Background: an optimization exercise with open tools, aiming at small area. Do not read the settings as production practice.
Function was checked by simulation only, so behaviour that the tests miss may differ from the original.

[flow/design.v]
module sigmoid_LUT(z, c);
    input  [7:0] z;
    output reg [6:0] c;
    always @(*) begin
        case (z)
      8'd0: c = 7'd123;
      8'd1: c = 7'd0;
      8'd2: c = 7'd1;
      8'd3: c = 7'd2;
      8'd4: c = 7'd3;
      8'd5: c = 7'd4;
      8'd6: c = 7'd5;
      8'd7: c = 7'd6;
      8'd8: c = 7'd7;
      8'd9: c = 7'd8;
      8'd10: c = 7'd9;
      8'd11: c = 7'd10;
      8'd12: c = 7'd11;
      8'd13: c = 7'd12;
      8'd14: c = 7'd13;
      8'd15: c = 7'd14;
      8'd16: c = 7'd15;
      8'd17: c = 7'd16;
      8'd18: c = 7'd17;
      8'd19: c = 7'd18;
      8'd20: c = 7'd19;
      8'd21: c = 7'd20;
      8'd22: c = 7'd21;
      8'd23: c = 7'd22;
      8'd24: c = 7'd23;
      8'd25: c = 7'd24;
      8'd26: c = 7'd25;
      8'd27: c = 7'd26;
      8'd28: c = 7'd27;
      8'd29: c = 7'd28;
      8'd30: c = 7'd29;
      8'd31: c = 7'd30;
      8'd32: c = 7'd31;
      8'd33: c = 7'd32;
      8'd34: c = 7'd33;
      8'd35: c = 7'd34;
      8'd36: c = 7'd35;
      8'd37: c = 7'd36;
      8'd38: c = 7'd36;
      8'd39: c = 7'd37;
      8'd40: c = 7'd38;
      8'd41: c = 7'd39;
      8'd42: c = 7'd40;
      8'd43: c = 7'd41;
      8'd44: c = 7'd42;
      8'd45: c = 7'd43;
      8'd46: c = 7'd44;
      8'd47: c = 7'd44;
      8'd48: c = 7'd45;
      8'd49: c = 7'd46;
      8'd50: c = 7'd47;
      8'd51: c = 7'd48;
      8'd52: c = 7'd49;
      8'd53: c = 7'd50;
      8'd54: c = 7'd51;
      8'd55: c = 7'd51;
      8'd56: c = 7'd52;
      8'd57: c = 7'd53;
      8'd58: c = 7'd54;
      8'd59: c = 7'd55;
      8'd60: c = 7'd55;
      8'd61: c = 7'd56;
      8'd62: c = 7'd57;
      8'd63: c = 7'd58;
      8'd64: c = 7'd59;
      8'd65: c = 7'd59;
      8'd66: c = 7'd60;
      8'd67: c = 7'd61;
      8'd68: c = 7'd62;
      8'd69: c = 7'd63;
      8'd70: c = 7'd63;
      8'd71: c = 7'd64;
      8'd72: c = 7'd65;
      8'd73: c = 7'd65;
      8'd74: c = 7'd66;
      8'd75: c = 7'd67;
      8'd76: c = 7'd68;
      8'd77: c = 7'd68;
      8'd78: c = 7'd69;
      8'd79: c = 7'd70;
      8'd80: c = 7'd70;
      8'd81: c = 7'd71;
      8'd82: c = 7'd72;
      8'd83: c = 7'd73;
      8'd84: c = 7'd73;
      8'd85: c = 7'd74;
      8'd86: c = 7'd75;
      8'd87: c = 7'd75;
      8'd88: c = 7'd76;
      8'd89: c = 7'd76;
      8'd90: c = 7'd77;
      8'd91: c = 7'd78;
      8'd92: c = 7'd78;
      8'd93: c = 7'd79;
      8'd94: c = 7'd80;
      8'd95: c = 7'd80;
      8'd96: c = 7'd81;
      8'd97: c = 7'd81;
      8'd98: c = 7'd82;
      8'd99: c = 7'd83;
      8'd100: c = 7'd83;
      8'd101: c = 7'd84;
      8'd102: c = 7'd84;
      8'd103: c = 7'd85;
      8'd104: c = 7'd85;
      8'd105: c = 7'd86;
      8'd106: c = 7'd86;
      8'd107: c = 7'd87;
      8'd108: c = 7'd88;
      8'd109: c = 7'd88;
      8'd110: c = 7'd89;
      8'd111: c = 7'd89;
      8'd112: c = 7'd90;
      8'd113: c = 7'd90;
      8'd114: c = 7'd91;
      8'd115: c = 7'd91;
      8'd116: c = 7'd92;
      8'd117: c = 7'd92;
      8'd118: c = 7'd93;
      8'd119: c = 7'd93;
      8'd120: c = 7'd93;
      8'd121: c = 7'd94;
      8'd122: c = 7'd94;
      8'd123: c = 7'd95;
      8'd124: c = 7'd95;
      8'd125: c = 7'd96;
      8'd126: c = 7'd96;
      8'd127: c = 7'd97;
      8'd128: c = 7'd97;
      8'd129: c = 7'd97;
      8'd130: c = 7'd98;
      8'd131: c = 7'd98;
      8'd132: c = 7'd99;
      8'd133: c = 7'd99;
      8'd134: c = 7'd99;
      8'd135: c = 7'd100;
      8'd136: c = 7'd100;
      8'd137: c = 7'd101;
      8'd138: c = 7'd101;
      8'd139: c = 7'd101;
      8'd140: c = 7'd102;
      8'd141: c = 7'd102;
      8'd142: c = 7'd102;
      8'd143: c = 7'd103;
      8'd144: c = 7'd103;
      8'd145: c = 7'd103;
      8'd146: c = 7'd104;
      8'd147: c = 7'd104;
      8'd148: c = 7'd104;
      8'd149: c = 7'd105;
      8'd150: c = 7'd105;
      8'd151: c = 7'd105;
      8'd152: c = 7'd106;
      8'd153: c = 7'd106;
      8'd154: c = 7'd106;
      8'd155: c = 7'd107;
      8'd156: c = 7'd107;
      8'd157: c = 7'd107;
      8'd158: c = 7'd108;
      8'd159: c = 7'd108;
      8'd160: c = 7'd108;
      8'd161: c = 7'd108;
      8'd162: c = 7'd109;
      8'd163: c = 7'd109;
      8'd164: c = 7'd109;
      8'd165: c = 7'd109;
      8'd166: c = 7'd110;
      8'd167: c = 7'd110;
      8'd168: c = 7'd110;
      8'd169: c = 7'd110;
      8'd170: c = 7'd111;
      8'd171: c = 7'd111;
      8'd172: c = 7'd111;
      8'd173: c = 7'd111;
      8'd174: c = 7'd112;
      8'd175: c = 7'd112;
      8'd176: c = 7'd112;
      8'd177: c = 7'd112;
      8'd178: c = 7'd113;
      8'd179: c = 7'd113;
      8'd180: c = 7'd113;
      8'd181: c = 7'd113;
      8'd182: c = 7'd113;
      8'd183: c = 7'd114;
      8'd184: c = 7'd114;
      8'd185: c = 7'd114;
      8'd186: c = 7'd114;
      8'd187: c = 7'd114;
      8'd188: c = 7'd115;
      8'd189: c = 7'd115;
      8'd190: c = 7'd115;
      8'd191: c = 7'd115;
      8'd192: c = 7'd115;
      8'd193: c = 7'd116;
      8'd194: c = 7'd116;
      8'd195: c = 7'd116;
      8'd196: c = 7'd116;
      8'd197: c = 7'd116;
      8'd198: c = 7'd116;
      8'd199: c = 7'd117;
      8'd200: c = 7'd117;
      8'd201: c = 7'd117;
      8'd202: c = 7'd117;
      8'd203: c = 7'd117;
      8'd204: c = 7'd117;
      8'd205: c = 7'd118;
      8'd206: c = 7'd118;
      8'd207: c = 7'd118;
      8'd208: c = 7'd118;
      8'd209: c = 7'd118;
      8'd210: c = 7'd118;
      8'd211: c = 7'd118;
      8'd212: c = 7'd119;
      8'd213: c = 7'd119;
      8'd214: c = 7'd119;
      8'd215: c = 7'd119;
      8'd216: c = 7'd119;
      8'd217: c = 7'd119;
      8'd218: c = 7'd119;
      8'd219: c = 7'd119;
      8'd220: c = 7'd120;
      8'd221: c = 7'd120;
      8'd222: c = 7'd120;
      8'd223: c = 7'd120;
      8'd224: c = 7'd120;
      8'd225: c = 7'd120;
      8'd226: c = 7'd120;
      8'd227: c = 7'd120;
      8'd228: c = 7'd120;
      8'd229: c = 7'd121;
      8'd230: c = 7'd121;
      8'd231: c = 7'd121;
      8'd232: c = 7'd121;
      8'd233: c = 7'd121;
      8'd234: c = 7'd121;
      8'd235: c = 7'd121;
      8'd236: c = 7'd121;
      8'd237: c = 7'd121;
      8'd238: c = 7'd121;
      8'd239: c = 7'd122;
      8'd240: c = 7'd122;
      8'd241: c = 7'd122;
      8'd242: c = 7'd122;
      8'd243: c = 7'd122;
      8'd244: c = 7'd122;
      8'd245: c = 7'd122;
      8'd246: c = 7'd122;
      8'd247: c = 7'd122;
      8'd248: c = 7'd122;
      8'd249: c = 7'd122;
      8'd250: c = 7'd122;
      8'd251: c = 7'd123;
      8'd252: c = 7'd123;
      8'd253: c = 7'd123;
      8'd254: c = 7'd123;
      8'd255: c = 7'd123;
            default: c = 7'd0;
        endcase
    end
endmodule
`timescale 1ns/1ps
module MBGD_SIGMOID_CALC
  (
      input  wire       clk,
      input  wire       resetn,
      input  wire       enable,
      input  wire [6:0] c,
      output reg  [7:0] h
  );
  reg [6:0] s1, s2;
  always @ (posedge clk or negedge resetn)
  begin
    if (!resetn) begin
      s1 <= 7'd123;
      s2 <= 7'd123;
      h  <= 8'd0;
    end
    else if (enable == 1) begin
      s1 <= c;
      s2 <= s1;
      h  <= {1'b1, s2};
    end
  end
endmodule
`timescale 1ns/1ps
module MBGD_DOT_PROD_CALC
  #(parameter
      N = 8,
      DW = 8
  )
  (
      input  wire [DW*N-1:0] inp1,
      input  wire [DW*N-1:0] inp2,
      output wire [2*DW+2:0] sum
  );
  assign sum = inp1[ 7: 0] * inp2[ 7: 0] + inp1[15: 8] * inp2[15: 8]
             + inp1[23:16] * inp2[23:16] + inp1[31:24] * inp2[31:24]
             + inp1[39:32] * inp2[39:32] + inp1[47:40] * inp2[47:40]
             + inp1[55:48] * inp2[55:48] + inp1[63:56] * inp2[63:56];
endmodule
`timescale 1ns/1ps
`timescale 1ns / 1ps
module phase1(clk,resetn,enable,x,teta,h);
    parameter DW =8;
    parameter N =8;
    parameter N_bit = 3;
    input clk;
    input resetn;
    input enable;
    input [DW*N - 1:0] x;
    input [DW*N - 1:0] teta;
    output [DW -1:0] h;
    wire [2*DW + N_bit -1:0] inner_product;
    wire [DW -1:0] z;
    wire [6:0] c;
    MBGD_DOT_PROD_CALC MBGD_DOT_PROD_CALC(.inp1(x), .inp2(teta), .sum(inner_product));
    assign z = inner_product[2*DW + N_bit -1:(DW + N_bit)];   
    sigmoid_LUT isigmoid_LUT (.z(z), .c(c));
    MBGD_SIGMOID_CALC iMBGD_SIGMOID_CALC (.clk(clk), .resetn(resetn),.enable(enable), .c(c), .h(h));
endmodule
[flow/constraint.sdc]
create_clock -name core_clock -period 10.0 [get_ports {clk}]
set_input_delay 2.0000 -clock core_clock [delete_from_list [all_inputs] [get_ports {clk}]]
set_output_delay 2.0000 -clock core_clock [all_outputs]
set_load 0.01 [all_outputs]
[flow/run.sh]
#!/bin/bash
# synth_recipe.tcl (not shown) runs the flow's synth.tcl, then flattens the netlist and writes it again
# the make line also repeats each setting of config.mk as NAME=value (left out here)
make -C /OpenROAD-flow-scripts/flow DESIGN_CONFIG=/design/flow/config.mk WORK_HOME=/design/flow/orfs CLKGATE_MAP_FILE= SYNTH_SCRIPT=/design/flow/synth_recipe.tcl finish
[flow/config.mk]
export PLATFORM = sky130hd
export DESIGN_NAME = phase1
export DESIGN_NICKNAME = phase1
export VERILOG_FILES = /design/flow/design.v
export SDC_FILE = /design/flow/constraint.sdc
export NUM_CORES = 4
export LEC_CHECK = 0
export CAP_MARGIN = 20
export CORE_MARGIN = 2
export CORE_UTILIZATION = 40
export SLEW_MARGIN = 20
==> run notes <==
[placed cells by master (no fill, tap or decap), drive strengths merged, types with 11 or more instances in the layout]
| cell | Yosys | routed |
|---|---|---|
| buf | 18 | 590 |
| inv | 496 | 495 |
| and2 | 389 | 389 |
| fa | 381 | 381 |
| ha | 317 | 317 |
| nand2 | 188 | 188 |
| nor2 | 84 | 84 |
| a21oi | 82 | 82 |
| xnor2 | 63 | 63 |
| o21ai | 42 | 42 |
| xor2 | 38 | 38 |
| clkdlybuf4s50 | 0 | 30 |
| nor3 | 30 | 30 |
| o21bai | 28 | 28 |
| dlygate4sd2 | 0 | 25 |
| nand3 | 18 | 18 |
| a21o | 16 | 16 |
| mux2 | 15 | 15 |
| clkbuf | 11 | 15 |
| dfstp | 12 | 12 |
| clkdlybuf4s15 | 0 | 12 |
| dlymetal6s2s | 0 | 11 |
[metrics by stage]
step	hold WS [ps]	instance area [sq um]
3_3_place_gp	448.5	26910
5_1_grt	507.4	29170
4_1_cts	500.0	28180
3_5_place_dp	487.4	26910
2_1_floorplan	464.9	21100
6_report	500.6	29170
[cell type report]
cell class	count	area share [%]
Inverter	496	6.443
Clock inverter	1	0.1029
Tap cell	688	2.951
Clock buffer	3	0.2574
Timing Repair Buffer	680	18.89
Sequential cell	22	1.939
Multi-Input combinational cell	1826	69.42
[synthesized netlist by cell type (3+ instances only)]
cell / number
sky130_fd_sc_hd__a21oi_1: 81
sky130_fd_sc_hd__nor3_1: 27
sky130_fd_sc_hd__fa_1: 381
sky130_fd_sc_hd__a22oi_1: 3
sky130_fd_sc_hd__o41ai_1: 8
sky130_fd_sc_hd__or2_2: 3
sky130_fd_sc_hd__o21ai_0: 39
sky130_fd_sc_hd__nor2_1: 84
sky130_fd_sc_hd__dfstp_2: 12
sky130_fd_sc_hd__o2111ai_1: 4
sky130_fd_sc_hd__o21bai_1: 28
sky130_fd_sc_hd__a211oi_2: 4
sky130_fd_sc_hd__a21boi_0: 3
sky130_fd_sc_hd__a311oi_1: 4
sky130_fd_sc_hd__buf_2: 17
sky130_fd_sc_hd__o31ai_1: 3
sky130_fd_sc_hd__o41a_1: 7
sky130_fd_sc_hd__and2_1: 388
sky130_fd_sc_hd__xor2_1: 37
sky130_fd_sc_hd__a31oi_1: 8
sky130_fd_sc_hd__o22ai_1: 3
sky130_fd_sc_hd__nor3_2: 3
sky130_fd_sc_hd__o21ai_1: 3
sky130_fd_sc_hd__o211ai_1: 7
sky130_fd_sc_hd__o21a_1: 5
sky130_fd_sc_hd__nand2b_1: 5
sky130_fd_sc_hd__nor2b_1: 5
sky130_fd_sc_hd__a211oi_1: 6
sky130_fd_sc_hd__a21o_1: 16
sky130_fd_sc_hd__nand2_1: 187
sky130_fd_sc_hd__xnor2_1: 63
sky130_fd_sc_hd__o211a_1: 3
sky130_fd_sc_hd__o221ai_1: 5
sky130_fd_sc_hd__inv_1: 493
sky130_fd_sc_hd__nand3_1: 17
sky130_fd_sc_hd__mux2_2: 15
sky130_fd_sc_hd__ha_1: 317
sky130_fd_sc_hd__clkbuf_1: 11
sky130_fd_sc_hd__a211o_1: 5
sky130_fd_sc_hd__dfrtp_1: 10
[worst max-delay path: cells and delay by family]
kind	cells	cell delay, ps
buf+inv	9	800
compound gates	10	1880
xor+xnor	1	160
fa+ha+maj	11	4670
simple gates	6	680
[layer usage]
layer	global-route usage [%]	part of all wire (%)	vias up
met1	28.07	43	9116
met4	3.521	1.9	0
met5	0	0	-
met3	1.648	3.3	71
li1	-	-	8744
met2	40.65	52	291
[registers in the layout, summed over array words and instances, names as in the netlist]
signal	count
iMBGD_SIGMOID_CALC.h	8
iMBGD_SIGMOID_CALC.s2	7
iMBGD_SIGMOID_CALC.s1	7
[path summary, 6_finish.rpt]
kind / startpoint / to
setup / recovery: x[19] / iMBGD_SIGMOID_CALC.s1[0]
hold / removal: iMBGD_SIGMOID_CALC.h[7] / iMBGD_SIGMOID_CALC.h[7]
setup reg to reg: iMBGD_SIGMOID_CALC.s1[3] / iMBGD_SIGMOID_CALC.s1[3]
hold reg to reg: iMBGD_SIGMOID_CALC.h[7] / iMBGD_SIGMOID_CALC.h[7]
max in group asynchronous: resetn / iMBGD_SIGMOID_CALC.s1[0]
min in group asynchronous: resetn / iMBGD_SIGMOID_CALC.h[5]
[cells by family (layout without fill, tap and decap cells)]
| family | count (synthesis) | after routing | synth area share [%] |
|---|---|---|---|
| and+or+nand+nor | 738 | 738 | 18.70 |
| adders and majority gates | 698 | 698 | 55.01 |
| buffers and inverters | 525 | 1180 | 9.494 |
| AOI/OAI and AO/OA | 272 | 272 | 8.924 |
| xor gates and xnor gates | 101 | 101 | 4.287 |
| DFF | 22 | 22 | 2.684 |
| muxes | 17 | 17 | 0.8965 |
[repair_timing]
action,CTS,global route
cloned,1,0
gates resized for setup,503,251
endpoints found under the setup margin,7,7
hold buffers,0,0
pin swaps,168,172
setup buffers,44,22
==> flow_results.xml <==
<?xml version="1.0" encoding="UTF-8"?>
<metrics>
  <group name="placed_design">
    <metric name="dp.cells" unit="">3657</metric>
    <metric name="gp_routability_congestion" unit="">0.9025</metric>
    <metric name="dpl.hpwl" unit="microns">50360</metric>
    <metric name="detailedPlace.worstSlack" unit="ps">-935.8</metric>
    <metric name="portBuffers" unit="">138</metric>
  </group>
  <group name="routing">
    <metric name="via_per_inst" unit="">4.904</metric>
    <metric name="routed_wl" unit="microns">58180</metric>
    <metric name="dr.first_iter.drc_count" unit="">807</metric>
    <metric name="antenna_violating_nets_post_route" unit="">0</metric>
    <metric name="first_pass_iters" unit="">5</metric>
    <metric name="wire_per_inst" unit="microns">15.66</metric>
    <metric name="num_vias" unit="">18220</metric>
    <metric name="drc" unit="">0</metric>
  </group>
  <group name="synthesis">
    <metric name="synthesis.area_per_instance" unit="sq um">8.881</metric>
    <metric name="async_flop_share" unit="%">100.0</metric>
    <metric name="synth_top_cell_area_share" unit="%">36.19</metric>
    <metric name="synth_edf_count" unit="">0</metric>
    <metric name="synth_seq_cells" unit="">22</metric>
    <metric name="synthesis.instances" unit="">2373</metric>
    <metric name="synth_largest_area_cell" unit="">sky130_fd_sc_hd__fa_1</metric>
    <metric name="synth_top_cells_by_area" unit="">sky130_fd_sc_hd__fa_1, sky130_fd_sc_hd__ha_1, sky130_fd_sc_hd__and2_1</metric>
    <metric name="syn-cell-area" unit="sq um">21070</metric>
    <metric name="synth_seq_area_share" unit="%">2.684</metric>
    <metric name="synth_top_flop_cell" unit="">sky130_fd_sc_hd__dfstp_2</metric>
    <metric name="synth_nets" unit="">3202</metric>
    <metric name="yosysUniqueCellTypes" unit="">82</metric>
    <metric name="synthesis.yosys.warnings" unit="">2</metric>
  </group>
  <group name="floorplanning">
    <metric name="initial_utilization" unit="%">40.26</metric>
    <metric name="placementRows" unit="">84</metric>
    <metric name="io_pins" unit="">139</metric>
    <metric name="core-area" unit="sq um">52340</metric>
    <metric name="die_area" unit="sq um">54540</metric>
    <metric name="die_height" unit="microns">233.5</metric>
    <metric name="floorplan.die.width" unit="microns">233.5</metric>
  </group>
  <group name="clock_tree">
    <metric name="worst_skew_late_latency" unit="ps">250</metric>
    <metric name="clock_tree.root_cell" unit="">sky130_fd_sc_hd__clkbuf_16</metric>
    <metric name="cts.sink_count" unit="">22</metric>
    <metric name="cts_inserted_buffers" unit="">3</metric>
    <metric name="cts_buffer_depth" unit="">2</metric>
    <metric name="cts_htree_levels" unit="">1</metric>
    <metric name="cts_tree" unit="">built</metric>
    <metric name="clkTransAtPathRegs" unit="ps">60</metric>
  </group>
  <group name="timing">
    <metric name="slew_viol_final" unit="">0</metric>
    <metric name="final.setup_skew" unit="ps">1.925</metric>
    <metric name="slew_headroom" unit="%">66.47</metric>
    <metric name="setup_slack" unit="ps">-16.46</metric>
    <metric name="finalHoldViolations" unit="">0</metric>
    <metric name="final.min_clock_period" unit="ps">10020</metric>
    <metric name="timing.final.crit_share" unit="%">100.2</metric>
    <metric name="setup_violations" unit="">2</metric>
    <metric name="rsz0062_at_grt" unit="">yes</metric>
    <metric name="maxClockFrequency" unit="GHz">0.09984</metric>
    <metric name="transition_at_the_pin_with_the_smallest_max_transition_slack" unit="ps">500.5</metric>
    <metric name="finalSetupTns" unit="ps">-24.09</metric>
  </group>
  <group name="global_route">
    <metric name="grt_antenna_before_repair" unit="">0</metric>
    <metric name="grt_first_pass_wirelength" unit="microns">97790</metric>
    <metric name="grtUsageTotal" unit="%">21.90</metric>
    <metric name="first_global_vias" unit="">20290</metric>
    <metric name="grt_start_max_net_pins" unit="">28</metric>
    <metric name="grt.overflow.total" unit="">0</metric>
  </group>
  <group name="finish">
    <metric name="multi_input_area" unit="sq um">20250</metric>
    <metric name="layout-area-overhead-vs-synth" unit="%">38.41</metric>
    <metric name="seqCellArea" unit="sq um">565.5</metric>
    <metric name="fillCellCount" unit="">4661</metric>
    <metric name="finalNetCount" unit="">3858</metric>
    <metric name="antenna_cells_inserted" unit="">0</metric>
    <metric name="final-instance-count-excl-fill" unit="">3716</metric>
    <metric name="post_route_cells_drive_above_1_share" unit="%">32.50</metric>
    <metric name="final_core_utilization" unit="%">55.73</metric>
  </group>
  <group name="worst_setup_path">
    <metric name="end_kind" unit="">flip-flop</metric>
    <metric name="peak_fanout_along_the_critical_path" unit="">6</metric>
    <metric name="timing_worst_setup_path_type" unit="">primary input to flip-flop</metric>
    <metric name="critical-path-slowest-cell" unit="">sky130_fd_sc_hd__fa_2</metric>
    <metric name="max_stage_delay" unit="ps">590</metric>
    <metric name="r2r_slack" unit="ps">9030</metric>
    <metric name="r2r.worst_path.cells" unit="">3</metric>
    <metric name="worst_endpoint_data_arrival_time" unit="ps">10210</metric>
    <metric name="start_kind" unit="">primary input</metric>
    <metric name="crit_top_cell" unit="">sky130_fd_sc_hd__fa_1</metric>
    <metric name="worst_ep_required" unit="ps">10190</metric>
  </group>
  <group name="status">
    <metric name="result_of_the_run" unit="">finished with violations</metric>
    <metric name="check.faults" unit="">negative setup slack</metric>
  </group>
  <group name="min_path">
    <metric name="min_path_type" unit="">flip-flop to flip-flop</metric>
    <metric name="worst_hold_path.num_cells" unit="">1</metric>
  </group>
  <group name="job">
    <metric name="cap_viol_max_count" unit="">0</metric>
  </group>
</metrics>

## re-timing with driven ports
How much do the figures lean on ideal ports? The routed layout below was timed once more, with nothing changed but the port constraints. Step 1, drivers: a clkbuf_16 drives clk and a buf_2 each remaining input, both assumed. Step 2 also shifts input and output timing later by t, the mid clock arrival at the registers, as if the neighbouring blocks saw the same clock. a / b / c = ideal / step 1 / step 2; a / b = the first two.
shift t [ns]: 0.276
setup WS [ns]: -0.016 / -0.022 / -0.298
clock arrival spread, ns: 0.002 / 0.002
worst slew at a driven data input, ns: 0.08
pins driven straight from the clock port: 1
The setup slack of this run moves by -0.006 ns with the drivers and by -0.282 ns with both steps.
